Source: an optimization exercise on an open RTL-to-GDS flow (aim: small area, a short achievable clock period and few clock cycles per item). Production flows keep margins and buffers that such runs may drop. Function was checked by simulation only, so behaviour that the tests miss may differ from the original. No activity file was given, so power comes from the tool's default toggle rates.

== juniper ==
Design JAM, start of the top module:
module JAM (
    input CLK,
    input RST,
    output reg [2:0] W,
    output reg [2:0] J,
    input [6:0] Cost,
    output reg [3:0] MatchCount,
    output reg [9:0] MinCost,
    output reg Valid );
export LEC_CHECK = 0
export CAP_MARGIN = 20
export CORE_MARGIN = 2
export CORE_UTILIZATION = 40
export CTS_CLUSTER_DIAMETER = 100
export CTS_CLUSTER_SIZE = 25
export PLACE_DENSITY = 0.65
export SLEW_MARGIN = 20
create_clock -name core_clock -period 4.0 [get_ports {CLK}]
run.sh (not shown) runs the stock make flow with config.mk's settings and CLKGATE_MAP_FILE= SYNTH_SCRIPT=/design/flow/synth_recipe.tcl, a recipe that flattens the netlist after the stock synthesis.
Testbench counts of juniper, summed over its fixed seeds: cycles 4,584, tables 18.
For maple, these inputs were changed with respect to juniper:
Settings: swapping 40 for 50 in CORE_UTILIZATION; clearing PLACE_DENSITY, which used to be 0.65; swapping 25 for 20 in CTS_CLUSTER_SIZE.
[summary]
Smallest setup slack after layout was higher in the run labelled maple. maple ended up with a lower power than juniper did. Per the comparison of maple with juniper, global-route usage moved up; initial antenna violation count moved up; minimum setup slack among reg-to-reg paths moved up. Core utilization in maple vs juniper: up 11 points. maple vs juniper: sequential power down in maple. maple completed; timing, DRC and antenna clean. Where setup slack at placement is concerned, juniper is better than maple.
Modified inputs, sierra compared to maple
Settings: a change of CORE_UTILIZATION from 50 to 55.
## What came out
Sequential cell power: sierra vs maple, no meaningful difference. For number of buffers other than clock buffers in the final layout, dividing the value from maple by the value from sierra gives 1.15. In sierra, the number of iterations in the first detailed-routing pass came out 2 below the value in maple. There was hardly any difference in footprint of the multi-input gates between sierra and maple. Diff sierra..maple | number of top-level pins | unchanged. Delta (sierra minus maple): total power divided by cell area dropped 1.1%, total power shows a reduction of 2.4%, wire length after detailed routing lower, ratio of routed vias to standard cells now sits higher. Slowest library cell on the worst path: sky130_fd_sc_hd__dfstp_2 -> sierra, sky130_fd_sc_hd__mux4_2 -> maple.
What harbor does differently from sierra at the input level:
Settings: CTS_CLUSTER_SIZE now 25, was 20; CORE_UTILIZATION now 40, was 55.
Results
- harbor finished every step from synthesis to the final layout, and the layout passed the timing, design-rule and antenna checks.
- Power consumption grows by a few percent when moving from sierra to harbor.
- sierra -> harbor: cell area increased slightly
- met1 routed wirelength after detailed routing for harbor is higher than for sierra.
- Re shortest period the worst path allows: sierra and harbor aren't equal, and the lower value belongs to harbor.
- Min ratio of final minimum period to clock period across sierra and harbor: harbor
- Compared to sierra, harbor has post-placement setup slack 0.15 ns higher.
- Looking at maximum number of pins on one net before global-route repair, harbor sits above sierra.
- Critical path depth (lower): harbor
- As of harbor, total number of nets in the final design had fallen slightly compared to sierra.
- Die extent in y: harbor vs sierra up 34 um
- Routed wire length was higher in the run labelled harbor.
diff inputs: harbor => nickel
Settings: CORE_UTILIZATION now 50, was 40; CTS_CLUSTER_SIZE now 20, was 25; PLACE_DENSITY now 0.65, previously not set.
Part of the total power dissipated in the clock network in nickel is 0.8 points lower than in harbor. For the final core utilization, nickel came in 11 points higher than harbor did. nickel vs harbor, multi-input gate share of the layout cell area went up by 0.22 points. The final period demand of the worst path of nickel was superior to that of harbor. Measured against each other, harbor and nickel differ in fraction of met3 tracks used by global routing, the lower figure coming from harbor. In nickel, the worst setup slack for register-to-register paths came out 0.07 ns above the value in harbor. Summary: with harbor as the reference, clock buffer instance count of the final layout in nickel moved up by more than 10%.
The following lists how garnet was set up differently from nickel:
Settings: swapping 100 for 140 in CTS_CLUSTER_DIAMETER; clearing PLACE_DENSITY, which used to be 0.65; swapping 50 for 40 in CORE_UTILIZATION.
==> comparison <==
Compared with nickel, garnet shows clock power that has gone down by a few percent.
Instance count on the critical path ended up 6 lower on garnet than on nickel.
The max-slew violation count was comparable across garnet and nickel.
Comparing nickel against garnet, there is no change at all in mean area per synthesized cell.
Comparing garnet against nickel, there is no change at all in hold buffer count at cts.
Minimum setup slack in the final design ended up 0.048 ns lower on garnet than on nickel.
Vias: garnet above nickel
Final core area utilization: garnet vs nickel down 11 points
Going from nickel to garnet, count of clock-buffer cells in the layout +1, number of buffers inserted during clock tree synthesis -1.

-- separate check: timing with driven ports --
In the flow no input, the clock included, has a driving cell. The finished layouts below were timed again as built, in two steps.
Step 1 (the two cells are an assumption about what drives the block):
set clk [get_ports {CLK}]
set_driving_cell -lib_cell sky130_fd_sc_hd__clkbuf_16 $clk
set_driving_cell -lib_cell sky130_fd_sc_hd__buf_2 [delete_from_list [all_inputs] $clk]
Step 2, shift: input delay + t, output delay - t, t = (earliest + latest rising clock arrival at the registers) / 2. This alone moves slack from input paths to output paths.
a / b / c = no drivers / after step 1 / after step 2; a / b = the first two.
run | t, ns | slack for setup (ns) | cell pins on the clock port's net
juniper | 0.624 | 0.085 / 0.085 / 0.085 | 1
maple | 0.617 | 0.259 / 0.259 / 0.259 | 1
sierra | 0.599 | 0.137 / 0.137 / 0.137 | 1
harbor | 0.612 | 0.169 / 0.169 / 0.169 | 1
nickel | 0.622 | 0.234 / 0.234 / 0.230 | 1
garnet | 0.607 | 0.186 / 0.186 / 0.186 | 1
After both steps setup and hold are still met in every run listed. The setup slack of nickel, which loses most, moves by 0.000 ns with the drivers and by -0.004 ns with both steps.
